What follows belongs to an exercise in optimizing a design on an open flow for small area; a production flow would make more cautious choices. Function was checked by simulation only, so behaviour that the tests miss may differ from the original. The clock port is modelled as an ideal driver; clocking choices that lean on that would not hold on a real chip.

==> trial 64 <==
==> flow/design.v <==
`timescale 1ns / 1ps
module top(
    input clk,
    input reset,
    input [2:0] btn,
    input [7:0] sw,
    input RsRx,
    output RsTx,
    output [15:0] led,
    output uartTx,
    output uartRx
    );
reg [6:0] l;
reg [4:0] g;
reg [2:0] j6;            
wire l_end = (l == 7'd14);
wire g19 = g[4] & g[1] & g[0];
wire g5  = ~g[3] & g[2] & ~g[1] & g[0];
wire g7  = ~g[3] & g[2] & g[1] & g[0];
wire g15 = g[3] & g[2] & g[1] & g[0];
always @(posedge clk, posedge reset) begin
    if (reset) begin
        l <= 7'd14;
        g <= 5'd5;
        j6 <= 3'd0;
    end else begin
        l <= {l[5:0], ~(l[6] ^ l[5] ^ l_end)};
        g <= (l_end & g19) ? 5'd0 : g + {4'd0, l_end};
        j6 <= {j6[1:0], ~j6[2]};
    end
end
reg [3:0] k;
reg [7:0] d;           
reg       cy;          
wire load = l_end & g5;
wire k_inc = l_end & g15;    
wire [3:0] addend = {k[3] & ~k[1], k[2], k[1] & ~k[3], k[0]};
always @(posedge clk, posedge reset) begin
    if (reset) k <= 4'd15;
    else if (k_inc) k <= (k == 4'd10) ? 4'd0 : k + 4'd1;
end
always @(posedge clk) begin
    if (load) d <= sw;
end
wire a_bit = ~g[2] & addend[g[1:0]];
wire d_bit = d[g[2:0]];
wire s_bit = d_bit ^ a_bit ^ cy;
always @(posedge clk) begin
    if (l_end) cy <= g[3] & ((d_bit & a_bit) | (d_bit & cy) | (a_bit & cy));
end
wire tx_low = ~(k[3] & k[2]) & (g7 | (g[3] & ~s_bit));    
assign RsTx = ~tx_low;
assign uartTx = RsTx;
assign uartRx = RsRx;
reg [3:0] p;
reg [3:0] t;
reg m_a, m_b, m_nl;    
wire rx_tick = ~j6[2] & ~j6[0];
wire rx_idle = p[3] & ~p[2] & p[0];
wire rx_done = p[3] & ~p[1] & p[0];    
reg [2:0] ptr;
wire ptr0 = (ptr == 3'd0);
wire [2:0] i = p[2:0];
wire [7:0] c_u = 8'h55, c_d = 8'h44, c_p = 8'h50, c_n = 8'h4E, c_nl = 8'h0A;
wire e_a  = ptr0 ? c_u[i] : c_p[i];
wire e_b  = ptr0 ? c_d[i] : c_n[i];
wire e_nl = c_nl[i];
wire sample = rx_tick & (&t) & ~p[3];
always @(posedge clk, posedge reset) begin
    if (reset) p <= 4'd11;
    else if (rx_idle) p <= {1'b1, ~RsRx, 2'b11};
    else if (rx_tick) p <= p + {3'd0, &t};
end
always @(posedge clk) begin
    if (rx_idle) t <= 4'd8;
    else if (rx_tick) t <= t + 4'd1;
end
always @(posedge clk) begin
    if (rx_idle) begin
        m_a <= 1'b1; m_b <= 1'b1; m_nl <= 1'b1;
    end else if (sample) begin
        m_a <= m_a & (RsRx == e_a);
        m_b <= m_b & (RsRx == e_b);
        m_nl <= m_nl & (RsRx == e_nl);
    end
end
reg b0u, b0d, b1p, b1n;
always @(posedge clk, posedge reset) begin
    if (reset) ptr <= 3'd0;
    else if (rx_done) ptr <= m_nl ? 3'd0 : {ptr[1:0], ptr[2] ^ ptr[1] ^ (ptr[1:0] == 2'd0)};
end
always @(posedge clk) begin
    if (rx_done && !m_nl && ptr == 3'd0) begin b0u <= m_a; b0d <= m_b; end
    if (rx_done && !m_nl && ptr == 3'd1) begin b1p <= m_a; b1n <= m_b; end    
end
wire cmd_up = rx_done & m_nl & b0u & b1p;
wire cmd_dn = rx_done & m_nl & b0d & b1n;
reg prev_btn;
always @(posedge clk) prev_btn <= btn[0];
wire btn_edge = btn[0] & ~prev_btn;
reg [1:0] mode;
always @(posedge clk, posedge reset) begin
    if (reset) mode <= 2'd0;
    else if (cmd_up) mode <= 2'd1;
    else if (cmd_dn) mode <= 2'd2;
    else if (btn_edge) mode <= (mode == 2'd3) ? 2'd1 : mode + 2'd1;
end
reg [6:0] q;
reg zf, dn;
reg [13:0] cnt_led;
wire counting = mode[0] ^ mode[1];
wire step = counting & (q == 7'd75);
wire [14:0] c;
assign c[0] = step & ~zf;
genvar gi;
generate for (gi = 0; gi < 14; gi = gi + 1) begin : g_ch
    assign c[gi+1] = c[gi] & (cnt_led[gi] ^ dn);
end endgenerate
wire up_wrap = ~dn & (&{cnt_led[13], cnt_led[10:8], cnt_led[3:0]});
wire clr = step & (zf | up_wrap);
wire dn_wrap = c[14];
localparam [13:0] K9999 = 14'd9999;
always @(posedge clk, posedge reset) begin
    if (reset) cnt_led <= 14'd0;
    else cnt_led <= (cnt_led ^ c[13:0]) & {14{~clr}} & (K9999 | {14{~dn_wrap}});
end
always @(posedge clk) begin
    q <= (counting & ~step) ? {q[5:0], ~(q[6] ^ q[5])} : 7'd0;
    if (!counting) zf <= 1'b1;
    else if (step) zf <= 1'b0;
end
always @(posedge clk) if (step) dn <= mode[1];
assign led = {mode, cnt_led};
endmodule
==> flow/flow/run.sh <==
#!/bin/bash
# Standard ORFS layout (the standard.sh) with these changes:
#  - synthesis maps logic with an area-oriented ABC script (flow/abc_area.script,
#    used through ABC_AREA=1 from a local copy of the ORFS scripts folder);
#    registers and the rest of synthesis are unchanged;
#  - port buffers are sky130_fd_sc_hd__buf_1;
#  - the clock tree is built from clkbuf_8 without dummy loads, then its buffers
#    are resized to the smallest that keep flip-flop clock slews under 110 ps
#    (flow/post_cts.tcl).
set -euo pipefail
rm -rf orfs_scripts
cp -r "$FLOW_HOME/scripts" orfs_scripts
cp flow/abc_area.script orfs_scripts/abc_area.script
export SCRIPTS_DIR="$PWD/orfs_scripts"
export BUFFER_PORTS_ARGS="-buffer_cell sky130_fd_sc_hd__buf_1"
export CTS_ARGS="-sink_clustering_enable -repair_clock_nets -dont_use_dummy_load -buf_list sky130_fd_sc_hd__clkbuf_8"
export POST_CTS_TCL="$PWD/flow/post_cts.tcl"
bash standard.sh > standard.log 2>&1
==> flow/flow/abc_area.script <==
strash
balance
rewrite
refactor
balance
rewrite
rewrite -z
balance
refactor -z
rewrite -z
balance
dch -f
amap -F 8 -A 30
strash
dch -f
amap -F 8 -A 30
strash
dch -f
amap -F 8 -A 30
topo
==> flow/flow/post_cts.tcl <==
set ::clk_slew_limit 0.11
set ::clk_sizes {sky130_fd_sc_hd__clkbuf_1 sky130_fd_sc_hd__clkbuf_2 sky130_fd_sc_hd__clkbuf_4 sky130_fd_sc_hd__clkbuf_8 sky130_fd_sc_hd__clkbuf_16}

proc ff_clk_pins_of { inst } {
  set res {}
  foreach p [get_pins -of_objects [get_nets -of_objects [get_pins $inst/X]]] {
    if {[string match */CLK [get_full_name $p]]} { lappend res $p }
  }
  return $res
}
proc worst_slew_of { pins } {
  set worst 0
  foreach p $pins {
    set s [get_property $p slew_max]
    if {$s > $worst} { set worst $s }
  }
  return $worst
}
proc clk_area { names } {
  set a 0
  foreach n $names { set a [expr {$a + [get_property [get_lib_cells [get_property [get_cells $n] ref_name]] area]}] }
  return $a
}

set all_ff_clk [get_pins -hierarchical */CLK]
set root ""
set leaves {}
foreach inst [get_cells clkbuf_*] {
  set n [get_property $inst name]
  set drv [get_pins -of_objects [get_nets -of_objects [get_pins $n/A]] -filter "direction == output"]
  if {[llength $drv] == 0} { set root $n } else { lappend leaves $n }
}
set leaf_pins [dict create]
foreach n $leaves { dict set leaf_pins $n [ff_clk_pins_of $n] }
set orig [dict create]
foreach n [concat [list $root] $leaves] { dict set orig $n [get_property [get_cells $n] ref_name] }
estimate_parasitics -placement
puts "post_cts: root $root, [llength $leaves] leaves, worst slew before [worst_slew_of $all_ff_clk]"

set best_area 1e9
set best_sizes {}
foreach rs {sky130_fd_sc_hd__clkbuf_1 sky130_fd_sc_hd__clkbuf_2 sky130_fd_sc_hd__clkbuf_4 sky130_fd_sc_hd__clkbuf_8} {
  replace_cell $root $rs
  foreach n $leaves { replace_cell $n sky130_fd_sc_hd__clkbuf_8 }
  set sizes [dict create $root $rs]
  foreach n $leaves {
    set chosen sky130_fd_sc_hd__clkbuf_8
    foreach c {sky130_fd_sc_hd__clkbuf_1 sky130_fd_sc_hd__clkbuf_2 sky130_fd_sc_hd__clkbuf_4} {
      replace_cell $n $c
      estimate_parasitics -placement
      if {[worst_slew_of [dict get $leaf_pins $n]] <= $::clk_slew_limit} { set chosen $c; break }
    }
    replace_cell $n $chosen
    dict set sizes $n $chosen
  }
  estimate_parasitics -placement
  set w [worst_slew_of $all_ff_clk]
  set a [clk_area [concat [list $root] $leaves]]
  puts "post_cts: root $rs -> area $a worst $w"
  if {$w <= $::clk_slew_limit && $a < $best_area} { set best_area $a; set best_sizes $sizes }
}
if {$best_sizes == {}} { set best_sizes $orig }
dict for {n c} $best_sizes { replace_cell $n $c }
estimate_parasitics -placement
# upsize until every pin is under the limit (leaf loads shift the root's slew)
while {[worst_slew_of $all_ff_clk] > $::clk_slew_limit} {
  set worst_n ""; set worst_s 0
  foreach n $leaves {
    set s [worst_slew_of [dict get $leaf_pins $n]]
    if {$s > $worst_s} { set worst_s $s; set worst_n $n }
  }
  set r [lsearch -exact $::clk_sizes [get_property [get_cells $worst_n] ref_name]]
  if {$r >= [llength $::clk_sizes] - 1} break
  replace_cell $worst_n [lindex $::clk_sizes [expr {$r + 1}]]
  estimate_parasitics -placement
}
foreach n [concat [list $root] $leaves] { puts "post_cts: $n [get_property [get_cells $n] ref_name]" }
puts "post_cts: clock buffer area [clk_area [concat [list $root] $leaves]], worst flip-flop clock slew [worst_slew_of $all_ff_clk]"
detailed_placement
estimate_parasitics -placement
==> flow/standard.sh <==
#!/bin/bash
# synth_recipe.tcl (not shown) runs the flow's synth.tcl, then flattens the netlist and writes it again
# the make line also repeats each setting of config.mk as NAME=value (left out here)
make -C /OpenROAD-flow-scripts/flow DESIGN_CONFIG=/design/flow/config.mk WORK_HOME=/design/flow/orfs CLKGATE_MAP_FILE= SYNTH_SCRIPT=/design/flow/synth_recipe.tcl "${@:-finish}"
==> flow/config.mk <==
export PLATFORM = sky130hd
export DESIGN_NAME = top
export DESIGN_NICKNAME = top
export VERILOG_FILES = /design/flow/design.v
export SDC_FILE = /design/flow/constraint.sdc
export NUM_CORES = 4
export LEC_CHECK = 0
export ABC_AREA = 1
export CAP_MARGIN = 20
export CORE_MARGIN = 2
export CORE_UTILIZATION = 55
export PLACE_DENSITY = 0.65
export SLEW_MARGIN = 20
==> flow/constraint.sdc <==
create_clock -name core_clock -period 10.0 [get_ports {clk}]
set_input_delay 2.0000 -clock core_clock [delete_from_list [all_inputs] [get_ports {clk}]]
set_output_delay 2.0000 -clock core_clock [all_outputs]
set_load 0.01 [all_outputs]
==> trial 85 (differences from trial 64) <==
--- a/flow/design.v
+++ b/flow/design.v
@@ -12,31 +12,30 @@
     );
 reg [6:0] l;
 reg [4:0] g;
+reg       first_done;    
 reg [2:0] j6;            
 wire l_end = (l == 7'd14);
-wire g19 = g[4] & g[1] & g[0];
-wire g5  = ~g[3] & g[2] & ~g[1] & g[0];
-wire g7  = ~g[3] & g[2] & g[1] & g[0];
-wire g15 = g[3] & g[2] & g[1] & g[0];
 always @(posedge clk, posedge reset) begin
     if (reset) begin
         l <= 7'd14;
         g <= 5'd5;
+        first_done <= 1'b0;
         j6 <= 3'd0;
     end else begin
         l <= {l[5:0], ~(l[6] ^ l[5] ^ l_end)};
-        g <= (l_end & g19) ? 5'd0 : g + {4'd0, l_end};
+        if (l_end) g <= (g == 5'd19) ? 5'd0 : g + 5'd1;
+        first_done <= first_done | g[4];
         j6 <= {j6[1:0], ~j6[2]};
     end
 end
-reg [3:0] k;
+reg [3:0] k;           
 reg [7:0] d;           
 reg       cy;          
-wire load = l_end & g5;
-wire k_inc = l_end & g15;    
+wire load = first_done & l_end & (g == 5'd5);
+wire k_inc = first_done & l_end & (g == 5'd15);    
 wire [3:0] addend = {k[3] & ~k[1], k[2], k[1] & ~k[3], k[0]};
 always @(posedge clk, posedge reset) begin
-    if (reset) k <= 4'd15;
+    if (reset) k <= 4'd0;
     else if (k_inc) k <= (k == 4'd10) ? 4'd0 : k + 4'd1;
 end
 always @(posedge clk) begin
@@ -48,7 +47,7 @@
 always @(posedge clk) begin
     if (l_end) cy <= g[3] & ((d_bit & a_bit) | (d_bit & cy) | (a_bit & cy));
 end
-wire tx_low = ~(k[3] & k[2]) & (g7 | (g[3] & ~s_bit));    
+wire tx_low = first_done & ((g == 5'd7) | (g[3] & ~g[4] & ~s_bit));
 assign RsTx = ~tx_low;
 assign uartTx = RsTx;
 assign uartRx = RsRx;
@@ -57,7 +56,7 @@
 reg m_a, m_b, m_nl;    
 wire rx_tick = ~j6[2] & ~j6[0];
 wire rx_idle = p[3] & ~p[2] & p[0];
-wire rx_done = p[3] & ~p[1] & p[0];    
+wire rx_done = (p == 4'd9);
 reg [2:0] ptr;
 wire ptr0 = (ptr == 3'd0);
 wire [2:0] i = p[2:0];
@@ -65,11 +64,11 @@
 wire e_a  = ptr0 ? c_u[i] : c_p[i];
 wire e_b  = ptr0 ? c_d[i] : c_n[i];
 wire e_nl = c_nl[i];
-wire sample = rx_tick & (&t) & ~p[3];
+wire sample = ~rx_idle & rx_tick & (t == 4'd15) & ~p[3];
 always @(posedge clk, posedge reset) begin
     if (reset) p <= 4'd11;
     else if (rx_idle) p <= {1'b1, ~RsRx, 2'b11};
-    else if (rx_tick) p <= p + {3'd0, &t};
+    else if (rx_tick && t == 4'd15) p <= p + 4'd1;
 end
 always @(posedge clk) begin
     if (rx_idle) t <= 4'd8;
@@ -87,11 +86,11 @@
 reg b0u, b0d, b1p, b1n;
 always @(posedge clk, posedge reset) begin
     if (reset) ptr <= 3'd0;
-    else if (rx_done) ptr <= m_nl ? 3'd0 : {ptr[1:0], ptr[2] ^ ptr[1] ^ (ptr[1:0] == 2'd0)};
+    else if (rx_done) ptr <= m_nl ? 3'd0 : ptr + 3'd1;
 end
 always @(posedge clk) begin
     if (rx_done && !m_nl && ptr == 3'd0) begin b0u <= m_a; b0d <= m_b; end
-    if (rx_done && !m_nl && ptr == 3'd1) begin b1p <= m_a; b1n <= m_b; end    
+    if (rx_done && !m_nl && ptr == 3'd1) begin b1p <= m_a; b1n <= m_b; end
 end
 wire cmd_up = rx_done & m_nl & b0u & b1p;
 wire cmd_dn = rx_done & m_nl & b0d & b1n;
--- a/flow/flow/run.sh
+++ b/flow/flow/run.sh
@@ -4,9 +4,8 @@
 #    used through ABC_AREA=1 from a local copy of the ORFS scripts folder);
 #    registers and the rest of synthesis are unchanged;
 #  - port buffers are sky130_fd_sc_hd__buf_1;
-#  - the clock tree is built from clkbuf_8 without dummy loads, then its buffers
-#    are resized to the smallest that keep flip-flop clock slews under 110 ps
-#    (flow/post_cts.tcl).
+#  - the clock tree is built from clkbuf_8 without dummy loads, then each clock
+#    buffer is downsized while flip-flop clock slews stay under 110 ps (flow/post_cts.tcl).
 set -euo pipefail
 rm -rf orfs_scripts
 cp -r "$FLOW_HOME/scripts" orfs_scripts
==> flow/flow/abc_area.script (replaced) <==
strash
balance
rewrite
refactor
balance
rewrite
rewrite -z
balance
refactor -z
rewrite -z
balance
dch -f
amap
strash
dch -f
amap
strash
dch -f
amap
topo
==> flow/flow/post_cts.tcl (replaced) <==
# Downsize clock-tree buffers (leaves first, then the root) to the smallest
# clkbuf that keeps every flip-flop clock pin's slew under the limit below,
# measured with placement parasitics.
set clk_slew_limit 0.11
set clk_sizes {sky130_fd_sc_hd__clkbuf_2 sky130_fd_sc_hd__clkbuf_4 sky130_fd_sc_hd__clkbuf_8 sky130_fd_sc_hd__clkbuf_16}

proc worst_ff_clk_slew {} {
  set worst 0
  foreach p [get_pins -hierarchical */CLK] {
    set s [get_property $p slew_max]
    if {$s > $worst} { set worst $s }
  }
  return $worst
}

proc clk_buf_rank { name } {
  set i [lsearch -exact $::clk_sizes $name]
  return $i
}

estimate_parasitics -placement
puts "post_cts: worst flip-flop clock slew before downsizing [worst_ff_clk_slew]"
set bufs {}
foreach inst [get_cells clkbuf_*] {
  set n [get_property $inst name]
  if {[string match clkbuf_0_* $n]} { set bufs [concat $bufs [list $n]] } else { set bufs [concat [list $n] $bufs] }
}
foreach n $bufs {
  set orig [get_property [get_cells $n] ref_name]
  set r [clk_buf_rank $orig]
  if {$r < 0} continue
  for {set k 0} {$k < $r} {incr k} {
    set c [lindex $clk_sizes $k]
    replace_cell $n $c
    estimate_parasitics -placement
    if {[worst_ff_clk_slew] <= $clk_slew_limit} {
      puts "post_cts: $n $orig -> $c"
      break
    }
    replace_cell $n $orig
    estimate_parasitics -placement
  }
}
puts "post_cts: worst flip-flop clock slew after downsizing [worst_ff_clk_slew]"
detailed_placement
estimate_parasitics -placement
CORE_UTILIZATION = 50   (was 55)
PLACE_DENSITY = unset   (was 0.65)
==> summary.txt <==
| item | trial 64 | trial 85 |
|---|---|---|
| Post-synthesis async set-or-reset flop share | 0.5833 | 0.5890 |
| Fraction of the mapped netlist area in compound gates | 0.1747 | 0.1637 |
| # rows | 27 | 29 |
| Final HPWL DP | 3526 um | 3997 um |
| Routability congestion estimate from global placement | 0.8378 | 0.8239 |
| Share of the synthesized area in the top cell type | 0.2466 | 0.2722 |
| Clock sink count | 72 | 73 |
| Sequential element share of the synthesized area | 0.5935 | 0.5677 |
| Die Y | 78.40 um | 84.23 um |
| Worst setup slack before clock tree synthesis | 5.569 ns | 5.586 ns |
| Post-Syn Nets | 318 | 358 |
| Effective utilization at floorplan | 0.5597 | 0.5127 |
| Overall die width | 78.40 um | 84.23 um |
| Average cell area after synthesis | 10.25 sq um | 9.722 sq um |
| Outcome | complete, no violations | did not finish |
| Last stage reached | - | 4_1_cts |
| Synthesized-area fraction occupied by and/or/nand/nor cells | 0.1451 | 0.1470 |
| Number of storage elements in the synthesis netlist | 72 | 73 |
| Syn Inst Count | 297 | 331 |
| Synth Cell Area | 3044 sq um | 3218 sq um |
| Total placed instance area | 3247 sq um | 3427 sq um |

what the ideal ports hide:
The results above use ideal ports. As a check the final layout listed here was re-extracted and re-timed, cells and wires unchanged.
Step 1, drivers: a clkbuf_16 drives clk and a buf_2 each remaining input, both assumed.
Step 2 also shifts input and output timing later by t, the mid clock arrival at the registers, as if the neighbouring blocks saw the same clock.
Slacks: no drivers / after step 1 / after step 2; pairs: no drivers / after step 1.
run: trial 64
t, ns: 0.686
slack for setup (ns): 5.100 / 5.071 / 5.550
latest minus earliest clock arrival (ns): 0.035 / 0.036
worst data-port slew with drivers (ns): 0.03
After both steps trial 64 still meets setup and hold. For trial 64, drivers alone change the setup slack by -0.029 ns; drivers and shift together by +0.450 ns.
